Context: an optimization exercise on an open-source flow, tuned for small area, a short achievable clock period and few clock cycles. The choices shown serve that exercise and are no tape-out recipe. The RTL was checked by simulation tests, not by an equivalence proof against the original design.

## flow/design.v (module list and top-level ports; edited modules follow where they fit)
// module Milestone1: 659 lines
// module m1_fa: 3 lines
// module m1_ha: 3 lines
module Milestone1(
		input  logic        CLOCK_50,
		input  logic        Resetn,
		input  logic        start,
		output logic        finish,
		input  logic [15:0] SRAM_read_data,
		output logic [17:0] SRAM_address,
		output logic [15:0] SRAM_write_data,
		output logic        SRAM_we_n
);
  // ...
==> flow/flow/run.sh <==
#!/bin/bash
# Standard layout (unchanged synthesis), with timing repair aiming for a
# setup slack margin so that the achieved period, not just 11.5 ns, is
# optimised.  Each run writes its full output to a log of its own.
set -euo pipefail
bash standard.sh SETUP_SLACK_MARGIN=7.8 "BUFFER_PORTS_ARGS=-buffer_cell sky130_fd_sc_hd__buf_2" finish > standard.log 2>&1
==> flow/standard.sh <==
#!/bin/bash
# synth_recipe.tcl (not shown) runs the flow's synth.tcl, then flattens the netlist and writes it again
# the make line also repeats each setting of config.mk as NAME=value (left out here)
make -C /OpenROAD-flow-scripts/flow DESIGN_CONFIG=/design/flow/config.mk WORK_HOME=/design/flow/orfs CLKGATE_MAP_FILE= SYNTH_SCRIPT=/design/flow/synth_recipe.tcl "${@:-finish}"
==> flow/config.mk <==
export PLATFORM = sky130hd
export DESIGN_NAME = Milestone1
export DESIGN_NICKNAME = Milestone1
export VERILOG_FILES = /design/flow/design.v
export SDC_FILE = /design/flow/constraint.sdc
export NUM_CORES = 4
export LEC_CHECK = 0
export CAP_MARGIN = 20
export CORE_MARGIN = 2
export CORE_UTILIZATION = 40
export GPL_TIMING_DRIVEN = 1
export SLEW_MARGIN = 20
export SYNTH_HIERARCHICAL = 1
export SYNTH_MINIMUM_KEEP_SIZE = 0
==> flow/constraint.sdc <==
create_clock -name core_clock -period 11.5 [get_ports {CLOCK_50}]
set_input_delay 2.3000 -clock core_clock [delete_from_list [all_inputs] [get_ports {CLOCK_50}]]
set_output_delay 2.3000 -clock core_clock [all_outputs]
set_load 0.01 [all_outputs]
==> results.txt, run 1 <==
outcome=finished clean; post-synthesis sequential area ratio=a little under two fifths; multi-input combinational area share=about half; HP Start=wv[1][4]$_DFFE_PP_; Netlist cell types=80; pre-CTS setup slack=7.397 ns; CTS sink count=roughly 360; critical path buffer and inverter count=1; placed cells=2,751; Port Buf Inserts=54; Hold WS=between 0.4 and 0.5 ns; biggest regs=wu: 48 flops, wv: 48 flops, SRAM_address: 18 flops; clock skew=~0.024 ns; setup violators final=0; most frequent cells in the layout=fa_1 (238), ha_1 (233), inv_1 (212), dfxtp_1 (153), edfxtp_1 (146); Die W=246.9 µm; GPL Wtd Cong=between 0.8 and 0.9; terminating pin of the worst hold path=wv[0][4]$_DFFE_PP_; TritonCTS Buffers=43; number of cells on the critical path=13; R2R cell count=13; Wirelength per Cell=roughly 19 µm; flip-flop and latch area=between 0.009 and 0.01 mm²; max_slew headroom=a little over two fifths; first-pass detailed-route iteration total=6; Ant. Diodes=0; min Tclk post-route=approximately 3.7 ns; Post-Synth Adder-Cell Area=~33%; Repair and plain buffers=100; Synth Area in XOR/XNOR=4.230%; CTS root buffer=clkbuf_16; via count=~15,000; worst reg2reg path startpoint=fe2[6]$_DFF_P_; post-route cell area=~0.027 mm²; YS warnings=9; met2 WL post-DR=roughly 27,000 µm; DRC viols=0; Critical Path Slowest Stage Cell=fa_1; num sequential=roughly 360
Testbench counts, summed over its fixed seeds: cycles 775,684.
==> run 2: changes to the inputs <==
--- a/flow/config.mk
+++ b/flow/config.mk
@@ -10,3 +10,3 @@
 export CORE_UTILIZATION = 40
-export GPL_TIMING_DRIVEN = 1
+export PLACE_DENSITY = 0.75
 export SLEW_MARGIN = 20
==> results.txt, run 2 <==
cell taking the most area after synthesis=fa_1 (unchanged); R2R Path End=rg_c$_DFF_P_ (was ur[6]$_DFF_P_); worst path required time=11.93 ns (was 11.97 ns); Max-Cap Viols=0 (unchanged); simple-gate share of the synthesized area=6.451% (unchanged); via count=14,970 (was 14,870); Wirelength per Cell=18.73 µm (was 19.13 µm); critical path endpoint category=register (unchanged); hold path depth=0 (unchanged); RSZ-0062 raised after global routing=true (unchanged); Clk Latency, worst-skew pair=0.59 ns (about the same); final setup TNS=0 ns (unchanged); all-layer global routing usage=18.00% (was 18.30%); utilization after layout=45.92% (was 46.19%); Post-synth top flop=dfxtp_1 (unchanged); CTS sink count=364 (unchanged); ratio of cells with drive above 1 in the final layout=17.36% (was 17.88%); HP Start=wv[5][6]$_DFFE_PP_ (was wv[1][4]$_DFFE_PP_); crit-path cells=inv_1 > fa_1 > fa_1 > fa_1 > fa_1 > ha_1 > a21oi_1 > nor2b_1 > o21ai_0 > o2111ai_1 (was fa_1 > fa_2 > fa_1 > ha_4 > a41oi_2 > o21ai_2 > a41oi_2 > o21ai_4 > buf_4 > o21a_1 > nor2_2 > xnor2_2 > mux2_2); complex-gate fraction of the synthesized area=9.488% (unchanged); pre-CTS setup slack=7.322 ns (was 7.397 ns); Mean Syn Cell Area=12.10 µm² (unchanged); Worst Hold Class=register to register (unchanged); Fmax=0.2666 GHz (was 0.2711 GHz); crit-path most repeated cell=fa_1; Post-synth EDFFs=146 (unchanged); WS Path Type=register to register (unchanged); grt ovf=0 (unchanged); CTS clk-pin slew, worst paths=0.06 ns (about the same); largest net degree at the start of global routing=50 (unchanged); critical path buffer and inverter count=1 (unchanged); final WL=53,850 µm (was 54,910 µm); critical path data arrival time=4.18 ns (was 4.16 ns); Iteration-0 DRC Markers=943 (was 856); Top Ports=55 (unchanged); Die Y-Extent=246.9 µm (unchanged); Initial Utilization=40.22% (unchanged); worst setup margin=7.749 ns (was 7.812 ns); Final Slew Violations=0 (unchanged); htree depth=2 (unchanged); Post-Synth Adder-Cell Area=33.47% (unchanged); YS warnings=9 (unchanged); post-route ant nets=0 (unchanged); initial antenna violation count=0 (unchanged); period utilization=32.62% (was 32.07%); #FFs+latches synth=364 (unchanged); site row count=89 (unchanged); core area=0.05869 mm² (unchanged); Hold WS=0.4370 ns (was 0.4412 ns); Nets=2,575 (was 2,566); Ant. Diodes=0 (unchanged); mux contribution to synthesized area=4.071% (unchanged); peak fanout along the critical path=7 (was 4); Synth Area in XOR/XNOR=4.230% (unchanged); Filler cells=5,138 (was 5,229); TritonCTS Buffers=41 (was 43); Netlist cell types=80 (unchanged); Top delay family on crit path=adder cells (unchanged); Post-Syn Nets=2,455 (unchanged); R2R cell count=10 (was 13); max_slew headroom=42.58% (was 42.24%); critical path's largest stage delay=0.60 ns (was 0.57 ns); terminating pin of the worst hold path=wv[4][6]$_DFFE_PP_ (was wv[0][4]$_DFFE_PP_); Async SR Flop Fraction=13.46% (unchanged); GPL Wtd Cong=0.9291 (was 0.8980); biggest regs=wu: 48 flops, wv: 48 flops, SRAM_address: 18 flops (unchanged); DRC viols=0 (unchanged); Critical Path Slowest Stage Cell=fa_1 (unchanged); crit start category=register (unchanged); DR vias/cell=5.204 (was 5.180); full die area=0.06097 mm² (unchanged); cell with the most instances after synthesis=fa_1 (unchanged); Max clock buf depth=3 (unchanged); first-pass GRT wire length=85,970 µm (was 86,040 µm); synthesized instance count=1,951 (unchanged); most common cell after layout, fill and taps aside=fa_1 (unchanged); min Tclk post-route=3.751 ns (was 3.688 ns); R2R setup slack=7.75 ns (was 7.81 ns); first-pass detailed-route iteration total=5 (was 6); Die W=246.9 µm (unchanged); most frequent cells in the layout=fa_1 (239), ha_1 (233), inv_1 (209), dfxtp_1 (154), edfxtp_1 (146) (was fa_1 (238), ha_1 (233), inv_1 (212), dfxtp_1 (153), edfxtp_1 (146)); Hold Violations, Final=0 (unchanged); worst reg2reg path startpoint=ur[9]$_SDFF_PN0_ (was fe2[6]$_DFF_P_); Commonest cells post-synth=fa_1 (244), ha_1 (241), inv_1 (217), dfxtp_1 (169), edfxtp_1 (146) (unchanged); CTS tree=yes (unchanged); Syn-to-layout area delta=14.17% (was 14.84%); outcome=finished clean (unchanged); post-synthesis cell area=0.02360 mm² (unchanged); CTS root buffer=clkbuf_16 (unchanged); number of global-route vias before repair=15,910 (was 15,430); largest family of logic cells by synthesized area=adder cells (unchanged); post-synthesis sequential area ratio=38.13% (unchanged); Port Buf Inserts=54 (unchanged); clock skew=0.02665 ns (was 0.02416 ns); setup violators final=0 (unchanged); DP Wirelength=40,520 µm (was 41,510 µm); Worst Tran Pin Value=0.8593 ns (was 0.8643 ns); Synth area leaders=fa_1 (21%), edfxtp_1 (19%), dfxtp_1 (14%) (unchanged); Yosys top cell area share=20.69% (unchanged)
[run 2: cell counts after synthesis]
No cell type changed its count.
[run 2: cells by family (layout without fill, tap and decap cells)]
family | after synthesis | count (layout)
muxes | 86 | 86
and+or+nand+nor | 313 | 314
AOI/OAI and AO/OA | 335 | 335
buffers and inverters | 254 | 405
xor gates and xnor gates | 114 | 114
DFF | 364 | 364
adders and majority gates | 485 | 485
[run 2: worst max path at each step]
stage,start,end,cells after the start,slack [ns]
after floorplan,fsel_v$_DFF_PN0_,fa5[10]$_DFF_P_,17,7.74
after global placement,fe2[6]$_DFF_P_,ur[8]$_SDFF_PN0_,12,7.42
after detailed placement,fe2[6]$_DFF_P_,ur[8]$_SDFF_PN0_,12,7.32
after CTS,fe2[6]$_DFF_P_,ur[8]$_SDFF_PN0_,12,7.75
after global routing,fsel_v$_DFF_PN0_,fe3[8]$_DFF_P_,16,7.66
final,ur[9]$_SDFF_PN0_,rg_c$_DFF_P_,10,7.75
[run 2: per-stage QoR]
stage	cell area, µm²	cells
global route	26950	2876
global placement	24790	2751
finish	26950	2876
floorplan	23640	1951
detailed placement	24790	2751
CTS	26570	2852
[run 2: worst reg2reg max path, delay by kind of cell (launching register included)]
family | cells | cell delay, ns
AO/OA/AOI/OAI | 3 | 0.50
flip-flops | 1 | 0.51
buffers and inverters | 1 | 0.23
adder cells (fa/ha/maj) | 5 | 2.32
AND/OR/NAND/NOR | 1 | 0.05
[run 2: layer usage]
metal | GRT usage, % | vias to the layer above | part of all wire, %
met5 | 0 | - | 0
met1 | 22.97 | 7486 | 42
met3 | 3.603 | 114 | 5.4
met4 | 5.829 | 0 | 3.2
met2 | 30.58 | 387 | 49
li1 | - | 6979 | -
[run 2: layout make-up]
| cell class | instances | area, µm² | share of cell area (%) |
|---|---|---|---|
| clock buffers | 59 | 1197 | 4.443 |
| multi-input cells | 1334 | 13930 | 51.69 |
| inverters | 218 | 837.1 | 3.106 |
| flip-flops and latches | 364 | 9022 | 33.48 |
| clock inverters | 16 | 196.4 | 0.7289 |
| repair buffers | 112 | 797.0 | 2.958 |
| well taps | 773 | 967.2 | 3.589 |
[run 2: what timing repair did]
item | in CTS | in global routing
pin swaps | 11 | 8
setup endpoints to repair | 94 | 74
resized for setup | 40 | 47
gates cloned | 1 | 2
setup buffers | 25 | 22
hold buffers | 0 | 0
[run 2: Yosys stat by module (local to each module, per instance)]
module,copies in the design,cells,area [µm²]
m1_fa,231,1,20.02
Milestone1,1,1671,18370
m1_ha,49,1,12.51
==> run 3: changes to the inputs <==
--- a/flow/flow/run.sh
+++ b/flow/flow/run.sh
@@ -5,2 +5,2 @@
 set -euo pipefail
-bash standard.sh SETUP_SLACK_MARGIN=7.8 "BUFFER_PORTS_ARGS=-buffer_cell sky130_fd_sc_hd__buf_2" finish > standard.log 2>&1
+bash standard.sh SETUP_SLACK_MARGIN=7.6 "BUFFER_PORTS_ARGS=-buffer_cell sky130_fd_sc_hd__buf_2" finish > standard.log 2>&1
--- a/flow/config.mk
+++ b/flow/config.mk
@@ -10,3 +10,2 @@
 export CORE_UTILIZATION = 40
-export PLACE_DENSITY = 0.75
 export SLEW_MARGIN = 20
==> results.txt, run 3 <==
cell with the most instances after synthesis=fa_1 (unchanged); crit start category=register (unchanged); Commonest cells post-synth=fa_1 (244), ha_1 (241), inv_1 (217), dfxtp_1 (169), edfxtp_1 (146) (unchanged); Async SR Flop Fraction=13.46% (unchanged); Hold Violations, Final=0 (unchanged); post-synthesis cell area=0.02360 mm² (unchanged); Mean Syn Cell Area=12.10 µm² (unchanged); Syn-to-layout area delta=12.36% (was 14.17%); Worst Tran Pin Value=0.9845 ns (was 0.8593 ns); Max-Cap Viols=0 (unchanged); terminating pin of the worst hold path=wv[2][5]$_DFFE_PP_ (was wv[4][6]$_DFFE_PP_); DP Wirelength=40,540 µm (was 40,520 µm); Port Buf Inserts=54 (unchanged); DR vias/cell=5.117 (was 5.204); CTS clk-pin slew, worst paths=0.06 ns (about the same); Synth area leaders=fa_1 (21%), edfxtp_1 (19%), dfxtp_1 (14%) (unchanged); most common cell after layout, fill and taps aside=fa_1 (unchanged); Top Ports=55 (unchanged); post-synthesis sequential area ratio=38.13% (unchanged); final WL=52,950 µm (was 53,850 µm); cell taking the most area after synthesis=fa_1 (unchanged); YS warnings=9 (unchanged); final setup TNS=0 ns (unchanged); RSZ-0062 raised after global routing=true (unchanged); post-route ant nets=0 (unchanged); #FFs+latches synth=364 (unchanged); Fmax=0.2672 GHz (was 0.2666 GHz); critical path data arrival time=4.23 ns (was 4.18 ns); critical path endpoint category=register (unchanged); DRC viols=0 (unchanged); R2R setup slack=7.76 ns (was 7.75 ns); CTS root buffer=clkbuf_16 (unchanged); peak fanout along the critical path=6 (was 7); worst path required time=11.99 ns (was 11.93 ns); via count=14,600 (was 14,970); Nets=2,550 (was 2,575); synthesized instance count=1,951 (unchanged); htree depth=2 (unchanged); R2R Path End=rg_c$_DFF_P_ (unchanged); Max clock buf depth=3 (unchanged); Initial Utilization=40.22% (unchanged); Die Y-Extent=246.9 µm (unchanged); core area=0.05869 mm² (unchanged); Clk Latency, worst-skew pair=0.59 ns (about the same); Ant. Diodes=0 (unchanged); first-pass detailed-route iteration total=6 (was 5); HP Start=wv[3][5]$_DFFE_PP_ (was wv[5][6]$_DFFE_PP_); most frequent cells in the layout=fa_1 (243), ha_1 (237), inv_1 (215), dfxtp_1 (159), edfxtp_1 (146) (was fa_1 (239), ha_1 (233), inv_1 (209), dfxtp_1 (154), edfxtp_1 (146)); min Tclk post-route=3.742 ns (was 3.751 ns); first-pass GRT wire length=84,870 µm (was 85,970 µm); worst reg2reg path startpoint=ur[4]$_DFF_P_ (was ur[9]$_SDFF_PN0_); GPL Wtd Cong=0.8998 (was 0.9291); CTS sink count=364 (unchanged); Netlist cell types=80 (unchanged); Post-synth top flop=dfxtp_1 (unchanged); Post-synth EDFFs=146 (unchanged); Worst Hold Class=register to register (unchanged); Wirelength per Cell=18.56 µm (was 18.73 µm); max_slew headroom=34.37% (was 42.58%); outcome=finished clean (unchanged); CTS tree=yes (unchanged); site row count=89 (unchanged); Post-Syn Nets=2,455 (unchanged); WS Path Type=register to register (unchanged); hold path depth=0 (unchanged); utilization after layout=45.19% (was 45.92%); setup violators final=0 (unchanged); biggest regs=wu: 48 flops, wv: 48 flops, SRAM_address: 18 flops (unchanged); number of global-route vias before repair=15,410 (was 15,910); Iteration-0 DRC Markers=770 (was 943); Die W=246.9 µm (unchanged); Hold Buf Count CTS=0 (unchanged); ratio of cells with drive above 1 in the final layout=14.47% (was 17.36%); Final Slew Violations=0 (unchanged); grt ovf=0 (unchanged); R2R cell count=10 (unchanged); initial antenna violation count=1 (was 0); Yosys top cell area share=20.69% (unchanged); clock skew=0.03864 ns (was 0.02665 ns); origin of the worst setup path=ur[4]$_DFF_P_ (was ur[9]$_SDFF_PN0_); all-layer global routing usage=17.87% (was 18.00%); largest net degree at the start of global routing=50 (unchanged); period utilization=32.54% (was 32.62%); TritonCTS Buffers=43 (was 41); full die area=0.06097 mm² (unchanged)
==> run 3: changes by cell type in the layout (fill, tap and decap cells not counted), sizes merged <==
cell      before  now
or2            6    5
bufbuf         1    0
clkinv        11   12
clkinvlp       8    5
clkbuf        60   61
buf          110   85
inv          214  219
==> run 3: cell families after synthesis <==
group | Yosys count | share of synthesized area, %
xor+xnor | 114 | 4.230
mux | 86 | 4.071
fa+ha+maj | 485 | 33.47
compound gates | 335 | 9.489
simple gates | 313 | 6.451
flops | 364 | 38.13
buf+inv | 254 | 4.161
==> run 3: final cells by class <==
type | instances | area, µm²
Fill cell | 5399 | 32160
Multi-Input combinational cell | 1333 | 13810
Sequential cell | 364 | 9014
Clock buffer | 60 | 1170
Tap cell | 773 | 967.2
Inverter | 218 | 825.8
Timing Repair Buffer | 86 | 540.5
Clock inverter | 19 | 193.9
==> run 3: layer usage <==
layer,routed length (µm),share of wire (%),GRT usage [%],vias up
met5,13,0.025,0,-
met4,1630,3.1,5.741,2
met3,2429,4.6,2.909,110
met2,24400,46,29.18,293
met1,24480,46,24.25,7263
li1,-,-,-,6930
==> run 3: timing repair <==
action / 4_1_cts / 5_1_grt
gates resized for setup: 16 / 32
buffers inserted: 12 / 9
gates cloned: 0 / 1
endpoints found under the setup margin: 21 / 109
pin swaps: 5 / 8
==> run 3: worst max-delay path by stage <==
stage	to	slack [ns]
CTS	fe1[9]$_DFF_P_	7.60
detailed placement	ur[8]$_SDFF_PN0_	7.19
global route	fa5[10]$_DFF_P_	7.58
global placement	ur[8]$_SDFF_PN0_	7.27
floorplan	fa5[10]$_DFF_P_	7.63
finish	rg_c$_DFF_P_	7.76
==> run 3: through the flow <==
stage	setup slack, ns	hold slack (ns)	instance area [µm²]	std cells
detailed placement	7.190	0.4282	24770	2752
global placement	7.274	0.4240	24770	2752
finish	7.758	0.4385	26520	2853
floorplan	7.632	0.4204	23600	1951
CTS	7.603	0.4388	26280	2843
global route	7.580	0.4444	26520	2853
==> run 3: worst max-delay path, cell delays in order, from the launching register on <==
cell and delay, ns:
dfxtp_2 0.52, inv_1 0.31, fa_1 0.57, fa_1 0.43, fa_1 0.54, fa_1 0.44, ha_1 0.31, nand4_1 0.12
nor2_1 0.17, o211ai_1 0.12, o2111ai_1 0.13
==> run 3: per-module statistics from Yosys, one instance, submodules excluded <==
module	flops+latches	cell area (µm²)
m1_fa	0	20.02
Milestone1	364	18370
m1_ha	0	12.51
==> run 4: changes to the inputs <==
--- a/flow/flow/run.sh
+++ b/flow/flow/run.sh
@@ -5,2 +5,2 @@
 set -euo pipefail
-bash standard.sh SETUP_SLACK_MARGIN=7.6 "BUFFER_PORTS_ARGS=-buffer_cell sky130_fd_sc_hd__buf_2" finish > standard.log 2>&1
+bash standard.sh SETUP_SLACK_MARGIN=7.9 "BUFFER_PORTS_ARGS=-buffer_cell sky130_fd_sc_hd__buf_2" finish > standard.log 2>&1
==> results.txt, run 4 <==
pre-CTS setup slack=7.424 ns (was 7.190 ns); post-synthesis cell area=0.02360 mm² (unchanged); max_slew headroom=17.90% (was 34.37%); all-layer global routing usage=18.30% (was 17.87%); setup violators final=0 (unchanged); via count=14,960 (was 14,600); Hold WS=0.4369 ns (was 0.4385 ns); Yosys top cell area share=20.69% (unchanged); Hold Violations, Final=0 (unchanged); most common cell after layout, fill and taps aside=fa_1 (unchanged); Filler cells=5,214 (was 5,399); Max Used Layer=met4 (was met5); first-pass GRT wire length=86,190 µm (was 84,870 µm); crit start category=register (unchanged); CTS sink count=364 (unchanged); Worst Tran Pin Value=1.231 ns (was 0.9845 ns); hold path depth=0 (unchanged); Async SR Flop Fraction=13.46% (unchanged); initial antenna violation count=1 (unchanged); full die area=0.06097 mm² (unchanged); worst path required time=11.83 ns (was 11.99 ns); Max-Cap Viols=0 (unchanged); Die W=246.9 µm (unchanged); post-route ant nets=0 (unchanged); placed cells=2,755 (was 2,752); TritonCTS Buffers=41 (was 43); Initial Utilization=40.22% (unchanged); GPL Wtd Cong=0.8883 (was 0.8998); Mean Syn Cell Area=12.10 µm² (unchanged); peak fanout along the critical path=3 (was 6); DR WL met3=2822 µm (was 2429 µm); met2 WL post-DR=25,690 µm (was 24,400 µm); period utilization=32.01% (was 32.54%); clock skew=0.02338 ns (was 0.03864 ns); met1 wire length=24,960 µm (was 24,480 µm); final WL=55,150 µm (was 52,950 µm); CTS clk-pin slew, worst paths=0.06 ns (about the same); Final Slew Violations=0 (unchanged); ratio of cells with drive above 1 in the final layout=20.88% (was 14.47%); #FFs+latches synth=364 (unchanged); Post-synth top flop=dfxtp_1 (unchanged); critical path endpoint category=register (unchanged); RSZ-0062 raised after global routing=true (unchanged); Post-Syn Nets=2,455 (unchanged); synthesized instance count=1,951 (unchanged); worst reg2reg path startpoint=fe1[9]$_DFF_P_ (was ur[4]$_DFF_P_); YS warnings=9 (unchanged); Commonest cells post-synth=fa_1 (244), ha_1 (241), inv_1 (217), dfxtp_1 (169), edfxtp_1 (146) (unchanged); Syn-to-layout area delta=16.76% (was 12.36%); site row count=89 (unchanged); CTS tree=yes (unchanged); Top Ports=55 (unchanged); cell with the most instances after synthesis=fa_1 (unchanged); cell taking the most area after synthesis=fa_1 (unchanged); DP Wirelength=41,340 µm (was 40,540 µm); Worst Hold Class=register to register (unchanged); HP Start=wu[5][5]$_DFFE_PP_ (was wv[3][5]$_DFFE_PP_); Synth area leaders=fa_1 (21%), edfxtp_1 (19%), dfxtp_1 (14%) (unchanged); R2R cell count=14 (was 10); min Tclk post-route=3.681 ns (was 3.742 ns); htree depth=2 (unchanged); final std cells w/o fill=2,905 (was 2,853); critical path data arrival time=4.01 ns (was 4.23 ns); Max clock buf depth=3 (unchanged); Wirelength per Cell=18.98 µm (was 18.56 µm); outcome=finished clean (unchanged); number of global-route vias before repair=15,710 (was 15,410); DR vias/cell=5.149 (was 5.117); WS Path Type=register to register (unchanged); post-synthesis sequential area ratio=38.13% (unchanged); origin of the worst setup path=fe1[9]$_DFF_P_ (was ur[4]$_DFF_P_); Port Buf Inserts=54 (unchanged); largest net degree at the start of global routing=50 (unchanged); core area=0.05869 mm² (unchanged); Iteration-0 DRC Markers=910 (was 770); Hold Buf Count CTS=0 (unchanged); Nets=2,603 (was 2,550); Netlist cell types=80 (unchanged); Post-synth EDFFs=146 (unchanged); worst setup margin=7.819 ns (was 7.758 ns); grt ovf=0 (unchanged); Fmax=0.2716 GHz (was 0.2672 GHz); most frequent cells in the layout=fa_1 (236), ha_1 (218), inv_1 (208), dfxtp_1 (149), edfxtp_1 (146) (was fa_1 (243), ha_1 (237), inv_1 (215), dfxtp_1 (159), edfxtp_1 (146)); CTS root buffer=clkbuf_16 (unchanged); biggest regs=wu: 48 flops, wv: 48 flops, SRAM_address: 18 flops (unchanged); first-pass detailed-route iteration total=5 (was 6); final setup TNS=0 ns (unchanged); DRC viols=0 (unchanged); Die Y-Extent=246.9 µm (unchanged); Clk Latency, worst-skew pair=0.59 ns (about the same)
## run 4: cell counts after synthesis
No cell type changed its count.
## run 4: cell families (layout without fill, tap and decap cells)
kind of cell	Yosys count	in the layout	synth area share (%)
simple gates	313	315	6.451
xor+xnor	114	114	4.230
compound gates	335	335	9.489
fa+ha+maj	485	485	33.47
flops	364	364	38.13
other cells	0	1	0
mux	86	86	4.071
buf+inv	254	432	4.161
## run 4: cell type report
type / count / area, µm² / area share [%]
flip-flops and latches: 364 / 9031 / 32.77
clock buffers: 60 / 1189 / 4.313
diodes: 1 / 2.502 / 0.009080
multi-input cells: 1335 / 14280 / 51.82
inverters: 218 / 847.1 / 3.073
well taps: 773 / 967.2 / 3.509
clock inverters: 15 / 155.1 / 0.5629
repair buffers: 139 / 1086 / 3.941
## run 4: worst paths after layout
| check | to | slack (ns) |
|---|---|---|
| worst min register to register | wu[4][5]$_DFFE_PP_ | 0.44 |
| max in group asynchronous | rgb[16]$_DFFE_PN0P_ | 9.22 |
| worst min-delay path | wu[4][5]$_DFFE_PP_ | 0.44 |
| worst max register to register | vo[9]$_DFFE_PN_ | 7.82 |
| min in group asynchronous | kcol[3]$_DFFE_PN0P_ | 1.82 |
| worst max-delay path | vo[9]$_DFFE_PN_ | 7.82 |
## run 4: stage by stage
| stage | area [µm²] | utilization (%) |
|---|---|---|
| 2_1_floorplan | 23660 | - |
| 3_3_place_gp | 24850 | 42.34 |
| 3_5_place_dp | 24850 | 42.34 |
| 4_1_cts | 26660 | 45.42 |
| 5_1_grt | 27560 | 46.96 |
| 6_report | 27560 | 46.96 |
## run 4: per-layer routing
layer	vias up	global-route usage, %
li1	7039	-
met1	7468	25.15
met2	352	29.27
met3	100	3.223
met4	0	6.042
met5	-	0
## run 4: critical path, stage by stage (launching register included)
cell     delay [ns]
dfxtp_2        0.32
inv_2          0.04
fa_1           0.55
fa_1           0.43
fa_1           0.54
ha_4           0.22
a41oi_2        0.16
o21ai_1        0.10
a41oi_2        0.27
o21ai_4        0.10
o41ai_4        0.25
buf_4          0.20
o21ai_4        0.06
xnor2_2        0.17
inv_1          0.05
## run 4: per-module statistics from Yosys (local to each module, per instance)
module      flip-flops and latches  area, µm²
Milestone1                     364      18370
m1_fa                            0      20.02
m1_ha                            0      12.51
## run 4: timing repair
action	4_1_cts	5_1_grt
endpoints found under the setup margin	118	114
pin swaps	20	40
cloned	2	3
resized for setup	63	107
setup buffers	21	48
==> run 5: changes to the inputs <==
--- a/flow/flow/run.sh
+++ b/flow/flow/run.sh
@@ -5,2 +5,2 @@
 set -euo pipefail
-bash standard.sh SETUP_SLACK_MARGIN=7.9 "BUFFER_PORTS_ARGS=-buffer_cell sky130_fd_sc_hd__buf_2" finish > standard.log 2>&1
+bash standard.sh SETUP_SLACK_MARGIN=7.4 "BUFFER_PORTS_ARGS=-buffer_cell sky130_fd_sc_hd__buf_2" finish > standard.log 2>&1
==> results.txt, run 5 <==
htree depth=2 (unchanged); RSZ-0062 raised after global routing=false (was true); HP Start=wv[3][7]$_DFFE_PP_ (was wu[5][5]$_DFFE_PP_); peak fanout along the critical path=6 (was 3); Clk Latency, worst-skew pair=0.59 ns (about the same); period utilization=34.34% (was 32.01%); Worst Hold Class=register to register (unchanged); crit start category=register (unchanged); #FFs+latches synth=364 (unchanged); critical path endpoint category=register (unchanged); crit-path cells=inv_1 > fa_1 > fa_1 > fa_1 > fa_1 > ha_1 > nand4_1 > nor2_1 > o211ai_1 > o2111ai_1 (was inv_2 > fa_1 > fa_1 > fa_1 > ha_4 > a41oi_2 > o21ai_1 > a41oi_2 > o21ai_4 > o41ai_4 > buf_4 > o21ai_4 > xnor2_2 > inv_1); initial antenna violation count=0 (was 1); hold path depth=0 (unchanged); Die Y-Extent=246.9 µm (unchanged); critical path data arrival time=4.44 ns (was 4.01 ns); Syn-to-layout area delta=11.62% (was 16.76%); Ant. Diodes=0 (was 1); via count=14,630 (was 14,960); Fmax=0.2533 GHz (was 0.2716 GHz); met2 WL post-DR=24,370 µm (was 25,690 µm); first-pass GRT wire length=84,550 µm (was 86,190 µm); Top Ports=55 (unchanged); Max clock buf depth=3 (unchanged); final WL=52,710 µm (was 55,150 µm); Yosys top cell area share=20.69% (unchanged); final setup TNS=0 ns (unchanged); Hold Violations, Final=0 (unchanged); largest net degree at the start of global routing=50 (unchanged); synthesized instance count=1,951 (unchanged); Initial Utilization=40.22% (unchanged); all-layer global routing usage=17.79% (was 18.30%); Mean Syn Cell Area=12.10 µm² (unchanged); multi-input logic area=0.01371 mm² (was 0.01428 mm²); Die W=246.9 µm (unchanged); Worst Tran Pin Value=0.9884 ns (was 1.231 ns); R2R cell count=10 (was 14); R2R Path End=rg_c$_DFF_P_ (was vo[9]$_DFFE_PN_); DR vias/cell=5.136 (was 5.149); critical path buffer and inverter count=1 (was 3); ratio of cells with drive above 1 in the final layout=13.11% (was 20.88%); Wirelength per Cell=18.51 µm (was 18.98 µm); grt ovf=0 (unchanged); WS Path Type=register to register (unchanged); Max-Cap Viols=0 (unchanged); most frequent cells in the layout=fa_1 (244), ha_1 (238), inv_1 (217), dfxtp_1 (164), edfxtp_1 (146) (was fa_1 (236), ha_1 (218), inv_1 (208), dfxtp_1 (149), edfxtp_1 (146)); met1 wire length=24,550 µm (was 24,960 µm); Max Used Layer=met4 (unchanged); worst path required time=11.99 ns (was 11.83 ns); Post-synth top flop=dfxtp_1 (unchanged); terminating pin of the worst hold path=wv[2][7]$_DFFE_PP_ (was wu[4][5]$_DFFE_PP_); Port Buf Inserts=54 (unchanged); setup violators final=0 (unchanged); DR WL met3=2242 µm (was 2822 µm); DRC viols=0 (unchanged); Synth area leaders=fa_1 (21%), edfxtp_1 (19%), dfxtp_1 (14%) (unchanged); full die area=0.06097 mm² (unchanged); Iteration-0 DRC Markers=844 (was 910); max_slew headroom=34.10% (was 17.90%); CTS tree=yes (unchanged); critical path's largest stage delay=0.66 ns (was 0.55 ns); final std cells w/o fill=2,848 (was 2,905); Post-synth EDFFs=146 (unchanged); site row count=89 (unchanged); TritonCTS Buffers=43 (was 41); outcome=finished clean (unchanged); first-pass detailed-route iteration total=8 (was 5); Post-Syn Nets=2,455 (unchanged); post-route ant nets=0 (unchanged); GPL Wtd Cong=0.8998 (was 0.8883); placed cells=2,752 (was 2,755); post-synthesis sequential area ratio=38.13% (unchanged); Filler cells=5,420 (was 5,214); CTS clk-pin slew, worst paths=0.06 ns (about the same); clock skew=0.03948 ns (was 0.02338 ns); flip-flop and latch area=0.009007 mm² (was 0.009031 mm²); CTS root buffer=clkbuf_16 (unchanged); Final Slew Violations=0 (unchanged); core area=0.05869 mm² (unchanged); Commonest cells post-synth=fa_1 (244), ha_1 (241), inv_1 (217), dfxtp_1 (169), edfxtp_1 (146) (unchanged); min Tclk post-route=3.949 ns (was 3.681 ns); Async SR Flop Fraction=13.46% (unchanged); most common cell after layout, fill and taps aside=fa_1 (unchanged); Critical Path Slowest Stage Cell=dfxtp_1 (was fa_1); Nets=2,545 (was 2,603); CTS sink count=364 (unchanged); R2R setup slack=7.55 ns (was 7.82 ns); Top delay family on crit path=adder cells (unchanged); DP Wirelength=40,540 µm (was 41,340 µm); biggest regs=wu: 48 flops, wv: 48 flops, SRAM_address: 18 flops (unchanged); crit-path most repeated cell=fa_1 (unchanged); cell taking the most area after synthesis=fa_1 (unchanged); Netlist cell types=80 (unchanged); cell with the most instances after synthesis=fa_1 (unchanged); worst reg2reg path startpoint=ur[3]$_DFF_P_ (was fe1[9]$_DFF_P_); number of global-route vias before repair=15,360 (was 15,710); post-synthesis cell area=0.02360 mm² (unchanged); YS warnings=9 (unchanged)
run 5: cell counts after synthesis:
No cell type changed its count.
run 5: kinds of logic (layout without fill, tap and decap cells):
logic type               Yosys count  count (layout)  synth area share, %
adder cells (fa/ha/maj)          485             485                33.47
AND/OR/NAND/NOR                  313             313                6.451
flip-flops                       364             364                38.13
buffers and inverters            254             378                4.161
AO/OA/AOI/OAI                    335             335                9.489
XOR/XNOR                         114             114                4.230
multiplexers                      86              86                4.071
run 5: Yosys stat by module (local to each module, per instance):
module / times used / cells inside / flops+latches
Milestone1: 1 / 1671 / 364
m1_fa: 231 / 1 / 0
m1_ha: 49 / 1 / 0
run 5: layout make-up:
class	count	area share (%)
flip-flops and latches	364	34.19
clock buffers	60	4.440
multi-input cells	1333	52.04
clock inverters	19	0.7361
well taps	773	3.671
repair buffers	81	1.824
inverters	218	3.106
run 5: timing repair:
item | in CTS | in global routing
buffers inserted | 7 | 10
pin swaps | 1 | 3
gates resized for setup | 4 | 17
setup endpoints to repair | 5 | 22
hold buffers | 0 | 0
run 5: worst register-to-register path, cell delays in order, from the launching register on:
cell and delay [ns]:
dfxtp_1 0.66, inv_1 0.37, fa_1 0.51, fa_1 0.44, fa_1 0.57, fa_1 0.44
ha_1 0.31, nand4_1 0.12, nor2_1 0.17, o211ai_1 0.12, o2111ai_1 0.13
run 5: how the worst max path moves through the flow:
stage          cells after the start        startpoint          endpoint
2_1_floorplan                     17  fsel_v$_DFF_PN0_   fa5[10]$_DFF_P_
3_3_place_gp                      12    fe2[6]$_DFF_P_  ur[8]$_SDFF_PN0_
3_5_place_dp                      12    fe2[6]$_DFF_P_  ur[8]$_SDFF_PN0_
5_1_grt                           15  fsel_v$_DFF_PN0_    fe2[9]$_DFF_P_
4_1_cts                           12    fe2[6]$_DFF_P_   vo[9]$_DFFE_PN_
6_report                          10     ur[3]$_DFF_P_      rg_c$_DFF_P_
run 5: through the flow:
step	util [%]	hold WS, ns	cell area (µm²)	setup WS [ns]
CTS	44.65	0.4388	26200	7.447
floorplan	-	0.4204	23600	7.632
finish	44.90	0.4386	26350	7.551
detailed placement	42.21	0.4282	24770	7.190
global route	44.90	0.4443	26350	7.402
global placement	42.21	0.4240	24770	7.274
run 5: metal layers:
metal / vias to the layer above / track usage, %
met5: - / 0
met4: 0 / 5.510
met3: 105 / 2.692
met2: 299 / 29.13
met1: 7299 / 24.31
li1: 6923 / -
==> run 6: changes to the inputs <==
--- a/flow/flow/run.sh
+++ b/flow/flow/run.sh
@@ -5,2 +5,2 @@
 set -euo pipefail
-bash standard.sh SETUP_SLACK_MARGIN=7.4 "BUFFER_PORTS_ARGS=-buffer_cell sky130_fd_sc_hd__buf_2" finish > standard.log 2>&1
+bash standard.sh SETUP_SLACK_MARGIN=7.2 "BUFFER_PORTS_ARGS=-buffer_cell sky130_fd_sc_hd__buf_2" finish > standard.log 2>&1
==> results.txt, run 6 <==
peak fanout along the critical path=5 (was 6); Iteration-0 DRC Markers=831 (was 844); DRC viols=0 (unchanged); Fmax=0.2459 GHz (was 0.2533 GHz); final WL=52,460 µm (was 52,710 µm); synthesized instance count=1,951 (unchanged); Commonest cells post-synth=fa_1 (244), ha_1 (241), inv_1 (217), dfxtp_1 (169), edfxtp_1 (146) (unchanged); Synth area leaders=fa_1 (21%), edfxtp_1 (19%), dfxtp_1 (14%) (unchanged); critical path endpoint category=register (unchanged); R2R cell count=13 (was 10); worst reg2reg path startpoint=fe2[6]$_DFF_P_ (was ur[3]$_DFF_P_); core area=0.05869 mm² (unchanged); first-pass GRT wire length=84,180 µm (was 84,550 µm); site row count=89 (unchanged); largest net degree at the start of global routing=50 (unchanged); Hold Violations, Final=0 (unchanged); Final Slew Violations=0 (unchanged); Max-Cap Viols=0 (unchanged); grt ovf=0 (unchanged); cell with the most instances after synthesis=fa_1 (unchanged); TritonCTS Buffers=43 (unchanged); Post-synth EDFFs=146 (unchanged); DR vias/cell=5.126 (was 5.136); Syn-to-layout area delta=11.45% (was 11.62%); Nets=2,547 (was 2,545); HP Start=wv[3][7]$_DFFE_PP_ (unchanged); terminating pin of the worst hold path=wv[2][7]$_DFFE_PP_ (unchanged); post-synthesis sequential area ratio=38.13% (unchanged); R2R Path End=ur[9]$_SDFF_PN0_ (was rg_c$_DFF_P_); post-route cell area=0.02631 mm² (was 0.02635 mm²); worst setup margin=7.433 ns (was 7.551 ns); worst path required time=11.98 ns (was 11.99 ns); pre-CTS setup slack=7.190 ns (unchanged); Max clock buf depth=3 (unchanged); initial antenna violation count=0 (unchanged); DP Wirelength=40,540 µm (unchanged); biggest regs=wu: 48 flops, wv: 48 flops, SRAM_address: 18 flops (unchanged); outcome=finished clean (unchanged); number of global-route vias before repair=15,320 (was 15,360); post-synthesis cell area=0.02360 mm² (unchanged); Post-Syn Nets=2,455 (unchanged); Port Buf Inserts=54 (unchanged); most common cell after layout, fill and taps aside=fa_1 (unchanged); WS Path Type=register to register (unchanged); #FFs+latches synth=364 (unchanged); final std cells w/o fill=2,850 (was 2,848); cell taking the most area after synthesis=fa_1 (unchanged); Die Y-Extent=246.9 µm (unchanged); YS warnings=9 (unchanged); Wirelength per Cell=18.41 µm (was 18.51 µm); GPL Wtd Cong=0.8998 (unchanged); placed cells=2,752 (unchanged); hold path depth=0 (unchanged); setup violators final=0 (unchanged); Netlist cell types=80 (unchanged); min Tclk post-route=4.067 ns (was 3.949 ns); Top Ports=55 (unchanged); htree depth=2 (unchanged); most frequent cells in the layout=fa_1 (244), ha_1 (241), inv_1 (217), dfxtp_1 (169), edfxtp_1 (146) (was fa_1 (244), ha_1 (238), inv_1 (217), dfxtp_1 (164), edfxtp_1 (146)); crit start category=register (unchanged); critical path data arrival time=4.55 ns (was 4.44 ns); CTS clk-pin slew, worst paths=0.07 ns (was 0.06 ns); final setup TNS=0 ns (unchanged); Filler cells=5,422 (was 5,420); clock skew=0.03948 ns (about the same); Clk Latency, worst-skew pair=0.59 ns (about the same); Post-DP Area=0.02477 mm² (unchanged); post-route ant nets=0 (unchanged); ratio of cells with drive above 1 in the final layout=12.76% (was 13.11%); RSZ-0062 raised after global routing=true (was false); CTS sink count=364 (unchanged); first-pass detailed-route iteration total=6 (was 8); R2R setup slack=7.43 ns (was 7.55 ns); Initial Utilization=40.22% (unchanged); Async SR Flop Fraction=13.46% (unchanged); max_slew headroom=32.24% (was 34.10%); period utilization=35.36% (was 34.34%); CTS tree=yes (unchanged); full die area=0.06097 mm² (unchanged); Die W=246.9 µm (unchanged); Worst Hold Class=register to register (unchanged); via count=14,610 (was 14,630); Ant. Diodes=0 (unchanged); Post-synth top flop=dfxtp_1 (unchanged); Mean Syn Cell Area=12.10 µm² (unchanged); Worst Tran Pin Value=1.016 ns (was 0.9884 ns); CTS root buffer=clkbuf_16 (unchanged); Yosys top cell area share=20.69% (unchanged); all-layer global routing usage=17.71% (was 17.79%)
-- run 6: changes by cell type in the layout (fill, tap and decap cells not counted), sizes merged --
cell / change
buf: +2
-- run 6: kinds of logic after synthesis --
group           after synthesis  share of synthesized area [%]
compound gates              335                          9.489
simple gates                313                          6.451
xor+xnor                    114                          4.230
flops                       364                          38.13
fa+ha+maj                   485                          33.47
mux                          86                          4.071
buf+inv                     254                          4.161
-- run 6: worst max-delay path by stage --
| stage | cells after the start | slack [ns] | start | endpoint |
|---|---|---|---|---|
| 3_3_place_gp | 12 | 7.27 | fe2[6]$_DFF_P_ | ur[8]$_SDFF_PN0_ |
| 2_1_floorplan | 17 | 7.63 | fsel_v$_DFF_PN0_ | fa5[10]$_DFF_P_ |
| 5_1_grt | 13 | 7.17 | fe2[5]$_DFF_P_ | ur[9]$_SDFF_PN0_ |
| 3_5_place_dp | 12 | 7.19 | fe2[6]$_DFF_P_ | ur[8]$_SDFF_PN0_ |
| 6_report | 13 | 7.43 | fe2[6]$_DFF_P_ | ur[9]$_SDFF_PN0_ |
| 4_1_cts | 12 | 7.21 | fe2[6]$_DFF_P_ | ur[9]$_SDFF_PN0_ |
-- run 6: stage by stage --
step           hold slack [ns]  util, %
6_report                0.4374    44.83
5_1_grt                 0.4443    44.83
4_1_cts                 0.4388    44.54
3_5_place_dp            0.4282    42.21
3_3_place_gp            0.4240    42.21
2_1_floorplan           0.4204        -
-- run 6: worst max-delay path, stage by stage, from the launching register on --
cell and delay [ns]:
dfxtp_1 0.40, fa_1 0.45, fa_1 0.52, fa_1 0.42
ha_1 0.39, a41oi_1 0.21, o21ai_0 0.13, a41oi_2 0.26
o21ai_2 0.15, o41ai_4 0.38, o21ai_1 0.15, xnor2_1 0.16
buf_4 0.15, nor2_2 0.23
-- run 6: timing repair --
item,in CTS,in global routing
pin swaps,0,2
hold buffers,0,0
setup buffers,0,19
endpoints found under the setup margin,1,5
resized for setup,1,4
gates cloned,0,0
-- run 6: final cells by class --
class / count / area, µm² / area share [%]
Timing Repair Buffer: 83 / 500.5 / 1.902
Clock buffer: 60 / 1170 / 4.447
Sequential cell: 364 / 9001 / 34.22
Clock inverter: 19 / 193.9 / 0.7372
Inverter: 218 / 818.3 / 3.111
Tap cell: 773 / 967.2 / 3.677
Multi-Input combinational cell: 1333 / 13660 / 51.91
-- run 6: per-layer routing --
| layer | wire [µm] | track usage [%] |
|---|---|---|
| met5 | 0 | 0 |
| met4 | 1507 | 5.510 |
| met3 | 2248 | 2.605 |
| met2 | 24170 | 28.87 |
| met1 | 24530 | 24.35 |
-- run 6: modules after synthesis (local to each module, per instance) --
module,flops+latches,area [µm²],cells inside
m1_ha,0,12.51,1
m1_fa,0,20.02,1
Milestone1,364,18370,1671
==> run 7: changes to the inputs <==
==> flow/flow/run.sh (replaced) <==
#!/bin/bash
# Standard layout (unchanged synthesis), with timing repair aiming for a
# setup slack margin so that the achieved period, not just 11.5 ns, is
# optimised, and plain buffers on the ports.  Each run writes its full
# output to a log of its own.
set -euo pipefail
bash standard.sh SETUP_SLACK_MARGIN=8.0 "BUFFER_PORTS_ARGS=-buffer_cell sky130_fd_sc_hd__buf_2" finish > standard.log 2>&1
==> results.txt, run 7 <==
Top Ports=55 (unchanged); Wirelength per Cell=19.14 µm (was 18.41 µm); most common cell after layout, fill and taps aside=fa_1 (unchanged); min Tclk post-route=3.653 ns (was 4.067 ns); full die area=0.06097 mm² (unchanged); Netlist cell types=80 (unchanged); worst setup margin=7.847 ns (was 7.433 ns); post-route ant nets=0 (unchanged); number of global-route vias before repair=15,650 (was 15,320); final std cells w/o fill=2,910 (was 2,850); utilization after layout=47.70% (was 44.83%); most frequent cells in the layout=fa_1 (235), ha_1 (207), inv_1 (201), dfxtp_1 (150), edfxtp_1 (146) (was fa_1 (244), ha_1 (241), inv_1 (217), dfxtp_1 (169), edfxtp_1 (146)); placed cells=2,752 (unchanged); CTS root buffer=clkbuf_16 (unchanged); Filler cells=5,111 (was 5,422); first-pass GRT wire length=86,720 µm (was 84,180 µm); Max clock buf depth=3 (unchanged); final setup TNS=0 ns (unchanged); Fmax=0.2737 GHz (was 0.2459 GHz); DR vias/cell=5.224 (was 5.126); multi-input logic area=0.01458 mm² (was 0.01366 mm²); Nets=2,607 (was 2,547); Mean Syn Cell Area=12.10 µm² (unchanged); htree depth=2 (unchanged); site row count=89 (unchanged); CTS sink count=364 (unchanged); pre-CTS setup slack=7.445 ns (was 7.190 ns); RSZ-0062 raised after global routing=true (unchanged); Post-DP Area=0.02487 mm² (was 0.02477 mm²); cell taking the most area after synthesis=fa_1 (unchanged); clock skew=0.05713 ns (was 0.03948 ns); post-route cell area=0.02799 mm² (was 0.02631 mm²); critical path data arrival time=4.13 ns (was 4.55 ns); post-synthesis sequential area ratio=38.13% (unchanged); first-pass detailed-route iteration total=9 (was 6); setup violators final=0 (unchanged); largest net degree at the start of global routing=50 (unchanged); Die Y-Extent=246.9 µm (unchanged); crit start category=register (unchanged); final WL=55,690 µm (was 52,460 µm); post-synthesis cell area=0.02360 mm² (unchanged); all-layer global routing usage=18.42% (was 17.71%); Async SR Flop Fraction=13.46% (unchanged); Clk Latency, worst-skew pair=0.59 ns (about the same); WS Path Type=register to register (unchanged); Die W=246.9 µm (unchanged); Worst Tran Pin Value=0.8345 ns (was 1.016 ns); DP Wirelength=41,270 µm (was 40,540 µm); outcome=finished clean (unchanged); flip-flop and latch area=0.009032 mm² (was 0.009001 mm²); Worst Hold Class=register to register (unchanged); max_slew headroom=44.23% (was 32.24%); Final Slew Violations=0 (unchanged); Ant. Diodes=0 (unchanged); synthesized instance count=1,951 (unchanged); DRC viols=0 (unchanged); CTS tree=yes (unchanged); Commonest cells post-synth=fa_1 (244), ha_1 (241), inv_1 (217), dfxtp_1 (169), edfxtp_1 (146) (unchanged); Synth area leaders=fa_1 (21%), edfxtp_1 (19%), dfxtp_1 (14%) (unchanged); core area=0.05869 mm² (unchanged); cell with the most instances after synthesis=fa_1 (unchanged); initial antenna violation count=0 (unchanged); TritonCTS Buffers=42 (was 43); Post-Syn Nets=2,455 (unchanged); grt ovf=0 (unchanged); peak fanout along the critical path=3 (was 5); CTS clk-pin slew, worst paths=0.06 ns (was 0.07 ns); Post-synth EDFFs=146 (unchanged); Post-synth top flop=dfxtp_1 (unchanged); Iteration-0 DRC Markers=988 (was 831); GPL Wtd Cong=0.8710 (was 0.8998); Port Buf Inserts=54 (unchanged); YS warnings=9 (unchanged); Max-Cap Viols=0 (unchanged); Syn-to-layout area delta=18.60% (was 11.45%); ratio of cells with drive above 1 in the final layout=22.65% (was 12.76%); Initial Utilization=40.22% (unchanged); worst path required time=11.98 ns (about the same); #FFs+latches synth=364 (unchanged); Yosys top cell area share=20.69% (unchanged); critical path endpoint category=register (unchanged); via count=15,200 (was 14,610); Hold WS=0.4440 ns (was 0.4374 ns); biggest regs=wu: 48 flops, wv: 48 flops, SRAM_address: 18 flops (unchanged); Hold Violations, Final=0 (unchanged); period utilization=31.77% (was 35.36%)
-- run 7: logic make-up (layout without fill, tap and decap cells) --
kind of cell               Yosys count  after routing  synth area share, %
adders and majority gates          485            485                33.47
xor gates and xnor gates           114            114                4.230
DFF                                364            364                38.13
muxes                               86             86                4.071
and+or+nand+nor                    313            314                6.451
buffers and inverters              254            439                4.161
AOI/OAI and AO/OA                  335            335                9.489
-- run 7: worst paths after layout --
kind,cells after the start,start,to,slack [ns]
setup / recovery,13,fe1[8]$_DFF_P_,ur[7]$_DFF_P_,7.85
hold / removal,0,wu[3][3]$_DFFE_PP_,wu[2][3]$_DFFE_PP_,0.44
setup reg to reg,13,fe1[8]$_DFF_P_,ur[7]$_DFF_P_,7.85
hold reg to reg,0,wu[3][3]$_DFFE_PP_,wu[2][3]$_DFFE_PP_,0.44
max in group asynchronous,2,Resetn,fsel_v$_DFF_PN0_,9.20
min in group asynchronous,2,Resetn,kcol[5]$_DFFE_PN0P_,1.83
-- run 7: layout make-up --
class | count | area share [%]
multi-input cells | 1334 | 52.08
flip-flops and latches | 364 | 32.27
clock buffers | 59 | 4.389
repair buffers | 143 | 3.978
well taps | 773 | 3.455
inverters | 218 | 3.026
clock inverters | 19 | 0.8090
-- run 7: per-layer routing --
metal  track usage [%]  share of wire (%)  up-vias
li1                  -                  -     7041
met1             24.22                 44     7676
met2             30.75                 48      379
met3             3.397                5.2      107
met4             5.811                2.8        0
met5                 0                  0        -
-- run 7: what timing repair did --
action,4_1_cts,5_1_grt
gates cloned,2,2
pin swaps,23,77
resized for setup,87,120
hold buffers,0,0
setup buffers,38,38
endpoints found under the setup margin,122,79
-- run 7: worst max-delay path, cell delays in order, from the launching register on --
cell and delay [ns]:
dfxtp_2 0.32, fa_1 0.57, fa_1 0.44, fa_1 0.54, ha_4 0.22, a41oi_2 0.15, o21ai_1 0.10, a41oi_2 0.17
buf_6 0.14, o21ai_4 0.07, o41ai_4 0.32, buf_4 0.19, xnor2_2 0.07, mux2_4 0.28
-- run 7: modules after synthesis (local to each module, per instance) --
module / cells / flops+latches / copies in the design / area, µm²
Milestone1: 1671 / 364 / 1 / 18370
m1_ha: 1 / 0 / 49 / 12.51
m1_fa: 1 / 0 / 231 / 20.02
==> run 8: changes to the inputs <==
==> flow/run.sh (new file) <==
#!/bin/bash
# synth_recipe.tcl (not shown) runs the flow's synth.tcl, then flattens the netlist and writes it again
# the make line also repeats each setting of config.mk as NAME=value (left out here)
make -C /OpenROAD-flow-scripts/flow DESIGN_CONFIG=/design/flow/config.mk WORK_HOME=/design/flow/orfs CLKGATE_MAP_FILE= SYNTH_SCRIPT=/design/flow/synth_recipe.tcl finish
--- a/flow/config.mk
+++ b/flow/config.mk
@@ -10,2 +10,3 @@
 export CORE_UTILIZATION = 40
+export SETUP_SLACK_MARGIN = 5
 export SLEW_MARGIN = 20
removed: flow/flow/run.sh
removed: flow/standard.sh
==> results.txt, run 8 <==
CTS sink count=364 (unchanged); critical path endpoint category=register (unchanged); Top Ports=55 (unchanged); Wirelength per Cell=18.58 µm (was 19.14 µm); DRC viols=0 (unchanged); CTS tree=yes (unchanged); GPL Wtd Cong=0.8844 (was 0.8710); all-layer global routing usage=17.83% (was 18.42%); Hold Buf Count CTS=0 (unchanged); setup violators final=0 (unchanged); first-pass detailed-route iteration total=7 (was 9); TritonCTS Buffers=42 (unchanged); Mean Syn Cell Area=12.10 µm² (unchanged); outcome=finished clean (unchanged); initial antenna violation count=0 (unchanged); min Tclk post-route=4.293 ns (was 3.653 ns); Final Slew Violations=0 (unchanged); Post-Syn Nets=2,455 (unchanged); Yosys top cell area share=20.69% (unchanged); peak fanout along the critical path=5 (was 3); ratio of cells with drive above 1 in the final layout=9.197% (was 22.65%); most frequent cells in the layout=fa_1 (244), ha_1 (241), inv_1 (217), dfxtp_1 (169), edfxtp_1 (146) (was fa_1 (235), ha_1 (207), inv_1 (201), dfxtp_1 (150), edfxtp_1 (146)); cell taking the most area after synthesis=fa_1 (unchanged); Syn-to-layout area delta=11.94% (was 18.60%); post-synthesis cell area=0.02360 mm² (unchanged); via count=14,420 (was 15,200); DP Wirelength=40,950 µm (was 41,270 µm); R2R setup slack=7.21 ns (was 7.85 ns); first-pass GRT wire length=84,190 µm (was 86,720 µm); Netlist cell types=80 (unchanged); post-route ant nets=0 (unchanged); DR vias/cell=5.099 (was 5.224); grt ovf=0 (unchanged); number of global-route vias before repair=15,060 (was 15,650); CTS root buffer=clkbuf_16 (unchanged); Resized cells post-CTS=0 (was 87); Synth area leaders=fa_1 (21%), edfxtp_1 (19%), dfxtp_1 (14%) (unchanged); Die Y-Extent=246.9 µm (unchanged); Post-DP Area=0.02502 mm² (was 0.02487 mm²); largest net degree at the start of global routing=50 (unchanged); Post-CTS Setup Bufs=0 (was 38); Async SR Flop Fraction=13.46% (unchanged); origin of the worst setup path=fe2[6]$_DFF_P_ (was fe1[8]$_DFF_P_); R2R Path End=ur[9]$_SDFF_PN0_ (was ur[7]$_DFF_P_); #FFs+latches synth=364 (unchanged); final setup TNS=0 ns (unchanged); core area=0.05869 mm² (unchanged); period utilization=37.33% (was 31.77%); post-route cell area=0.02642 mm² (was 0.02799 mm²); Ant. Diodes=0 (unchanged); R2R cell count=12 (was 13); RSZ-0062 raised after global routing=false (was true); biggest regs=wu: 48 flops, wv: 48 flops, SRAM_address: 18 flops (unchanged); Clk Latency, worst-skew pair=0.58 ns (was 0.59 ns); Nets=2,525 (was 2,607); clock skew=0.01753 ns (was 0.05713 ns); Fmax=0.2329 GHz (was 0.2737 GHz); utilization after layout=45.02% (was 47.70%); cell with the most instances after synthesis=fa_1 (unchanged); Hold Violations, Final=0 (unchanged); Worst Hold Class=register to register (unchanged); WS Path Type=register to register (unchanged); final WL=52,560 µm (was 55,690 µm); htree depth=2 (unchanged); Worst Tran Pin Value=0.9821 ns (was 0.8345 ns); post-synthesis sequential area ratio=38.13% (unchanged); Post-synth top flop=dfxtp_1 (unchanged); Max clock buf depth=3 (unchanged); Commonest cells post-synth=fa_1 (244), ha_1 (241), inv_1 (217), dfxtp_1 (169), edfxtp_1 (146) (unchanged); Post-synth EDFFs=146 (unchanged); Filler cells=5,350 (was 5,111); Initial Utilization=40.22% (unchanged); Port Buf Inserts=54 (unchanged); most common cell after layout, fill and taps aside=fa_1 (unchanged); worst path required time=11.93 ns (was 11.98 ns); critical path data arrival time=4.73 ns (was 4.13 ns); synthesized instance count=1,951 (unchanged); max_slew headroom=34.53% (was 44.23%); site row count=89 (unchanged); worst reg2reg path startpoint=fe2[6]$_DFF_P_ (was fe1[8]$_DFF_P_); crit start category=register (unchanged); Die W=246.9 µm (unchanged); Max-Cap Viols=0 (unchanged); full die area=0.06097 mm² (unchanged); YS warnings=9 (unchanged); Iteration-0 DRC Markers=969 (was 988); CTS clk-pin slew, worst paths=0.06 ns (about the same); crit path capture=ur[9]$_SDFF_PN0_ (was ur[7]$_DFF_P_)
[run 8: cell counts after synthesis]
No cell type changed its count.
[run 8: area by class of cell]
type,instances,area (µm²),area share (%)
multi-input combinational,1333,13640,51.62
sequential,364,9001,34.07
clock buffer,57,1147,4.342
tap,773,967.2,3.661
inverter,218,818.3,3.097
timing repair buffer,62,595.6,2.254
clock inverter,21,252.7,0.9566
[run 8: worst min path at each step]
stage | startpoint | end | slack (ns) | cells past startpoint
CTS | wv[3][7]$_DFFE_PP_ | wv[2][7]$_DFFE_PP_ | 0.44 | 0
global placement | wv[3][2]$_DFFE_PP_ | wv[2][2]$_DFFE_PP_ | 0.42 | 0
detailed placement | wv[3][7]$_DFFE_PP_ | wv[2][7]$_DFFE_PP_ | 0.43 | 0
finish | wv[3][6]$_DFFE_PP_ | wv[2][6]$_DFFE_PP_ | 0.44 | 0
global route | wv[3][6]$_DFFE_PP_ | wv[2][6]$_DFFE_PP_ | 0.45 | 0
floorplan | wv[1][0]$_DFFE_PP_ | wv[0][0]$_DFFE_PP_ | 0.42 | 0
[run 8: cell families after synthesis]
family,count (synthesis),share of synthesized area (%)
AO/OA/AOI/OAI,335,9.489
XOR/XNOR,114,4.230
adder cells (fa/ha/maj),485,33.47
buffers and inverters,254,4.161
flip-flops,364,38.13
multiplexers,86,4.071
AND/OR/NAND/NOR,313,6.451
[run 8: metal layers]
metal | global-route usage (%) | wire length (µm) | part of all wire [%]
met1 | 24.54 | 24090 | 46
met2 | 28.48 | 24370 | 46
met3 | 3.473 | 2780 | 5.3
met4 | 5.315 | 1313 | 2.5
met5 | 0 | 0 | 0
[run 8: Yosys stat by module (local to each module, per instance)]
module | flip-flops and latches | cells inside | area (µm²) | copies in the design
m1_fa | 0 | 1 | 20.02 | 231
Milestone1 | 364 | 1671 | 18370 | 1
m1_ha | 0 | 1 | 12.51 | 49
[run 8: stage by stage]
stage               setup slack, ns  hold WS (ns)  std cells
detailed placement            7.200        0.4299       2750
floorplan                     7.632        0.4204       1951
global route                  7.037        0.4509       2828
CTS                           7.181        0.4427       2828
global placement              7.263        0.4237       2750
finish                        7.207        0.4396       2828
[run 8: critical path: stages (launching register included)]
cell     delay, ns
dfxtp_1       0.39
fa_1          0.45
fa_1          0.52
fa_1          0.42
ha_1          0.37
a41oi_1       0.19
o21ai_0       0.10
a41oi_1       0.37
o21ai_1       0.25
o41ai_4       0.33
o21ai_0       0.19
xnor2_1       0.17
nor2_1        0.37

[re-timing with driven ports]
The results above use ideal ports. As a check the final layouts listed here were re-extracted and re-timed, cells and wires unchanged. Step 1, drivers: a clkbuf_16 drives CLOCK_50 and a buf_2 each remaining input, both assumed. Step 2 times the ports against the registers' clock, not the clock port: input delays grow and output delays shrink by t, the midpoint of the rising clock arrivals with the driver on. Slacks: no drivers / after step 1 / after step 2; pairs: no drivers / after step 1.
run	t (ns)	setup WS [ns]	worst setup path after step 2	worst register clock-pin slew, ns	cell pins on the clock port's net
run 1	0.635	7.812 / 7.812 / 7.812	register to register	0.06 / 0.06	1
run 2	0.629	7.749 / 7.749 / 7.749	register to register	0.06 / 0.06	1
run 3	0.631	7.758 / 7.758 / 7.758	register to register	0.07 / 0.07	1
run 4	0.633	7.819 / 7.819 / 7.819	register to register	0.06 / 0.06	1
run 5	0.632	7.551 / 7.551 / 7.551	register to register	0.07 / 0.07	1
run 6	0.633	7.433 / 7.433 / 7.433	register to register	0.07 / 0.07	1
run 7	0.621	7.847 / 7.847 / 7.847	register to register	0.06 / 0.06	1
run 8	0.629	7.207 / 7.207 / 7.207	register to register	0.07 / 0.07	1
After both steps every run listed still meets setup and hold.
